What follows belongs to an exercise in optimizing a design on an open flow for small area; a production flow would make more cautious choices. Only simulation tests tie the RTL to the original design; equivalence was not proved. The flow treats the clock pin as an ideal source, which a real chip does not have. Power and IR drop assume default switching activity.

Setup of job 7491:
// DFM
module DFM(Sys_CLK, Sys_RST, D8, Uart_Tx);
input Sys_CLK, Sys_RST, D8;
output Uart_Tx;
function [19:0] inc20;
  input [19:0] t;
  input ci, clr;
  integer i;
  reg c;
  begin
    c = ci;
    for (i = 0; i < 20; i = i + 1) begin
      inc20[i] = ~clr & (t[i] ^ c);
      c = c & t[i];
    end
  end
endfunction
integer j;
reg [1:0] q;
reg [7:0] v;
reg [5:0] sl;
reg armed;          
wire tick = ~q[1] & q[0];
wire z = (sl == 6'd47);      
wire sl_end = sl_last & (v == 8'd44);
reg [7:0] v_n;
reg [5:0] sl_n;
reg rc;
always @(*) begin
  rc = tick;
  for (j = 0; j < 8; j = j + 1) begin
    v_n[j] = v[j] ^ rc;
    rc = rc & v[j];
  end
  v_n[0] = v_n[0] | rc;       
  rc = tick & (v == 8'd12);
  for (j = 0; j < 6; j = j + 1) begin
    sl_n[j] = sl[j] ^ rc;
    rc = rc & sl[j];
  end
end
always @(posedge Sys_CLK or negedge Sys_RST)
  if (!Sys_RST) begin
    q <= 2'd0; v <= 8'd43; sl <= 6'd47; armed <= 1'b0;
  end else begin
    q <= {q[1] ^ q[0], ~q[0]};
    if (tick & sl_end) begin
      v <= 8'd13;
      sl <= 6'd14;
    end else begin
      v <= v_n;
      sl <= sl_n;
    end
    if (tick & sl_end & ~z) armed <= 1'b1;
  ...
clock: 10.0 ns
lec_check: 0
abc_area: 1
cap_margin: 20
core_margin: 2
core_utilization: 40
slew_margin: 20
standard.sh (not shown) runs the stock make flow with config.mk's settings and CLKGATE_MAP_FILE= SYNTH_SCRIPT=/design/flow/synth_recipe.tcl, a recipe that flattens the netlist after the stock synthesis.
==> flow/flow/run.sh <==
#!/bin/bash
# Standard layout, except:
#  * the combinational logic of the standard synthesis is mapped again for
#    area (flow/resynth.tcl); the flip-flops are left exactly as synthesized;
#  * ports are buffered with buf_1 instead of the default buffer cell;
#  * the clock tree uses a clkbuf_8 root and clkbuf_4 leaf buffers, without
#    dummy loads; after it, leaf buffers whose clock-pin slew would come out
#    high are swapped for clkbuf_8, and logic cells that were sized up are
#    swapped back to the smallest size (flow/clkfix.tcl).
set -e
YOSYS=$FLOW_HOME/../tools/install/yosys/bin/yosys
[ -x "$YOSYS" ] || YOSYS=yosys
export BUFFER_PORTS_ARGS="-buffer_cell sky130_fd_sc_hd__buf_1"
export CTS_ARGS="-sink_clustering_enable -repair_clock_nets -dont_use_dummy_load -root_buf sky130_fd_sc_hd__clkbuf_8 -buf_list sky130_fd_sc_hd__clkbuf_4"
R=orfs/results/sky130hd/DFM/base
bash standard.sh synth > standard_synth.log 2>&1
cp $R/1_2_yosys.v synth_standard.v
$YOSYS -c flow/resynth.tcl > resynth.log 2>&1
rm -f $R/1_synth.odb $R/1_synth.sdc
bash standard.sh cts > standard_cts.log 2>&1
openroad -no_init -exit flow/clkfix.tcl > clkfix.log 2>&1
bash standard.sh > standard_finish.log 2>&1
==> flow/flow/clkfix.tcl <==
# Swap clock leaf buffers (clkbuf_4) for clkbuf_8 where the estimated slew at
# a flip-flop clock pin they drive is over the limit below.
set limit_ps 115
set res orfs/results/sky130hd/DFM/base
set plat $::env(FLOW_HOME)/platforms/sky130hd
read_db $res/4_cts.odb
read_liberty $plat/lib/sky130_fd_sc_hd__tt_025C_1v80.lib
read_sdc $res/4_cts.sdc
source $plat/setRC.tcl
set_propagated_clock [all_clocks]
estimate_parasitics -placement
set block [ord::get_db_block]
set big [[ord::get_db] findMaster sky130_fd_sc_hd__clkbuf_8]
set changed 0
foreach inst [$block getInsts] {
  if {[[$inst getMaster] getName] ne "sky130_fd_sc_hd__clkbuf_4"} { continue }
  set net [[$inst findITerm X] getNet]
  if {$net eq "NULL"} { continue }
  set worst 0
  foreach pin [get_pins -of_objects [get_nets [$net getName]] -filter "direction == input"] {
    foreach p {slew_max_rise slew_max_fall} {
      set s [get_property $pin $p]
      set worst [expr {max($worst, $s)}]
    }
  }
  puts "[$inst getName] [$net getName] worst slew $worst"
  if {$worst * 1000.0 > $limit_ps} {
    $inst swapMaster $big
    incr changed
  }
}
puts "upsized $changed"
# Synthesis sizes some logic cells up for speed; the clock period leaves
# plenty of slack, so swap them back to the smallest size of the same cell
# and let repair_design fix any slew or capacitance limit this breaks.
set db [ord::get_db]
set down 0
foreach inst [$block getInsts] {
  set name [[$inst getMaster] getName]
  if {[$inst isFixed]} { continue }
  if {![regexp {^(sky130_fd_sc_hd__[a-z0-9]+)_([0-9]+)$} $name -> base size]} { continue }
  if {$size <= 1} { continue }
  if {[regexp {clkbuf|clkinv|^sky130_fd_sc_hd__df|^sky130_fd_sc_hd__edf|^sky130_fd_sc_hd__buf_|tap|fill|decap} $name]} { continue }
  set best ""
  foreach s {0 1} {
    set m [$db findMaster ${base}_$s]
    if {$m ne "NULL"} { set best $m; break }
  }
  if {$best ne "" && [$best getWidth] < [[$inst getMaster] getWidth]} {
    $inst swapMaster $best
    incr down
  }
}
puts "downsized $down"
estimate_parasitics -placement
set_dont_use [get_lib_cells {sky130_fd_sc_hd__probe* sky130_fd_sc_hd__lpflow_*}]
repair_design
puts "setup slack [worst_slack -max] hold slack [worst_slack -min]"
detailed_placement
check_placement
write_db $res/4_cts.odb
Other scripts of this flow, unchanged in this note and not shown: flow/flow/area.abc, flow/flow/resynth.tcl
Job 7491 finished all stages; the layout is clean.
For job 3458, these inputs were changed with respect to job 7491:
Settings: a deleted ABC_AREA that had been 1.
diff --git a/flow/flow/clkfix.tcl b/flow/flow/clkfix.tcl
--- a/flow/flow/clkfix.tcl
+++ b/flow/flow/clkfix.tcl
@@ -1,5 +1,5 @@
 # Swap clock leaf buffers (clkbuf_4) for clkbuf_8 where the estimated slew at
 # a flip-flop clock pin they drive is over the limit below.
-set limit_ps 115
+set limit_ps 130
 set res orfs/results/sky130hd/DFM/base
 set plat $::env(FLOW_HOME)/platforms/sky130hd
Results
Looking at share of the cycle needed by the critical path after routing, job 3458 sits below job 7491. Job 3458 against job 7491; summed area of non-filler cells in the final layout is up slightly. [compare] base=job 7491 new=job 3458: vias per cell rose 0.84%; area added between synthesis and finish decreased by 0.40 points relative to the old numbers; global-route usage decreased 0.67 points; final critical delay including setup and external delays decreased by 0.95 ns relative to the old numbers. Job 3458 ended with every stage complete and zero timing, DRC or antenna violations. Changes observed in job 3458 relative to job 7491: relative contribution of sequential cells to total power now sits higher; switching share of power now sits higher.
Relative to job 3458, the following input files were edited for job 8394:
Settings: putting ABC_AREA at 1 where nothing was set.
diff --git a/flow/flow/run.sh b/flow/flow/run.sh
--- a/flow/flow/run.sh
+++ b/flow/flow/run.sh
@@ -12,5 +12,5 @@
 [ -x "$YOSYS" ] || YOSYS=yosys
 export BUFFER_PORTS_ARGS="-buffer_cell sky130_fd_sc_hd__buf_1"
-export CTS_ARGS="-sink_clustering_enable -repair_clock_nets -dont_use_dummy_load -root_buf sky130_fd_sc_hd__clkbuf_8 -buf_list sky130_fd_sc_hd__clkbuf_4"
+export CTS_ARGS="-sink_clustering_enable -repair_clock_nets -dont_use_dummy_load -root_buf sky130_fd_sc_hd__clkbuf_4 -buf_list sky130_fd_sc_hd__clkbuf_4"
 R=orfs/results/sky130hd/DFM/base
 bash standard.sh synth > standard_synth.log 2>&1
diff --git a/flow/flow/clkfix.tcl b/flow/flow/clkfix.tcl
--- a/flow/flow/clkfix.tcl
+++ b/flow/flow/clkfix.tcl
@@ -1,5 +1,5 @@
 # Swap clock leaf buffers (clkbuf_4) for clkbuf_8 where the estimated slew at
 # a flip-flop clock pin they drive is over the limit below.
-set limit_ps 130
+set limit_ps 115
 set res orfs/results/sky130hd/DFM/base
 set plat $::env(FLOW_HOME)/platforms/sky130hd
@@ -11,5 +11,19 @@
 estimate_parasitics -placement
 set block [ord::get_db_block]
-set big [[ord::get_db] findMaster sky130_fd_sc_hd__clkbuf_8]
+# For each leaf buffer, use the smallest of clkbuf_2, clkbuf_4 and clkbuf_8
+# whose estimated clock-pin slew stays under the limit.
+set sizes {}
+foreach m {sky130_fd_sc_hd__clkbuf_2 sky130_fd_sc_hd__clkbuf_4 sky130_fd_sc_hd__clkbuf_8} {
+  lappend sizes [[ord::get_db] findMaster $m]
+}
+proc leaf_slew {net} {
+  set worst 0
+  foreach pin [get_pins -of_objects [get_nets [$net getName]] -filter "direction == input"] {
+    foreach p {slew_max_rise slew_max_fall} {
+      set worst [expr {max($worst, [get_property $pin $p])}]
+    }
+  }
+  return $worst
+}
 set changed 0
 foreach inst [$block getInsts] {
@@ -17,16 +31,13 @@
   set net [[$inst findITerm X] getNet]
   if {$net eq "NULL"} { continue }
-  set worst 0
-  foreach pin [get_pins -of_objects [get_nets [$net getName]] -filter "direction == input"] {
-    foreach p {slew_max_rise slew_max_fall} {
-      set s [get_property $pin $p]
-      set worst [expr {max($worst, $s)}]
-    }
+  if {![string match "clknet_*" [$net getName]] || [string match "clknet_0_*" [$net getName]]} { continue }
+  foreach m $sizes {
+    $inst swapMaster $m
+    estimate_parasitics -placement
+    set worst [leaf_slew $net]
+    if {$worst * 1000.0 <= $limit_ps} { break }
   }
-  puts "[$inst getName] [$net getName] worst slew $worst"
-  if {$worst * 1000.0 > $limit_ps} {
-    $inst swapMaster $big
-    incr changed
-  }
+  puts "[$inst getName] [$net getName] [[$inst getMaster] getName] worst slew $worst"
+  incr changed
 }
 puts "upsized $changed"
--- outcome ---
- Job 8394 | status: complete | timing, DRC, antenna: pass
- Changes observed in job 8394 relative to job 3458: slew at the pin closest to its max-slew limit dropped 0.16 ns, floorplan die area dropped 170 um2.
- Compared to job 3458, the router laid down more metal wire for job 8394.
- Job 8394 against job 3458: total net switching power held, combinational gate power went down about 1%, cell count went up 16.
- [compare] base=job 3458 new=job 8394: power per standard cell area rose 1.2%; horizontal extent of the die now smaller; global-route usage over all layers now larger; area growth from synthesis to layout went up 0.40 points.

==> what the ideal ports hide <==
No port has a modelled driver above. Below, the same layouts with a new extraction and two added sets of constraints.
Step 1 assumes that a clkbuf_16 drives the clock port and a buf_2 every other input.
Step 2 moves the port delays by t, midway between the first and last clock arrival at a register: inputs arrive t later, outputs are due t later. That takes back most of the time a late clock gives input paths.
a / b / c = no drivers / after step 1 / after step 2; a / b = the first two.
run	t, ns	setup WS [ns]	hold slack, ns	worst setup path at the end	slew at the worst register clock pin (ns)
job 7491	0.455	4.401 / 4.401 / 4.401	0.378 / 0.378 / 0.378	register to register	0.11 / 0.11
job 3458	0.457	5.348 / 5.348 / 5.348	0.358 / 0.358 / 0.358	register to register	0.12 / 0.12
job 8394	0.565	4.388 / 4.388 / 4.388	0.381 / 0.381 / 0.381	register to register	0.10 / 0.10
After both steps setup and hold are still met in every run listed.
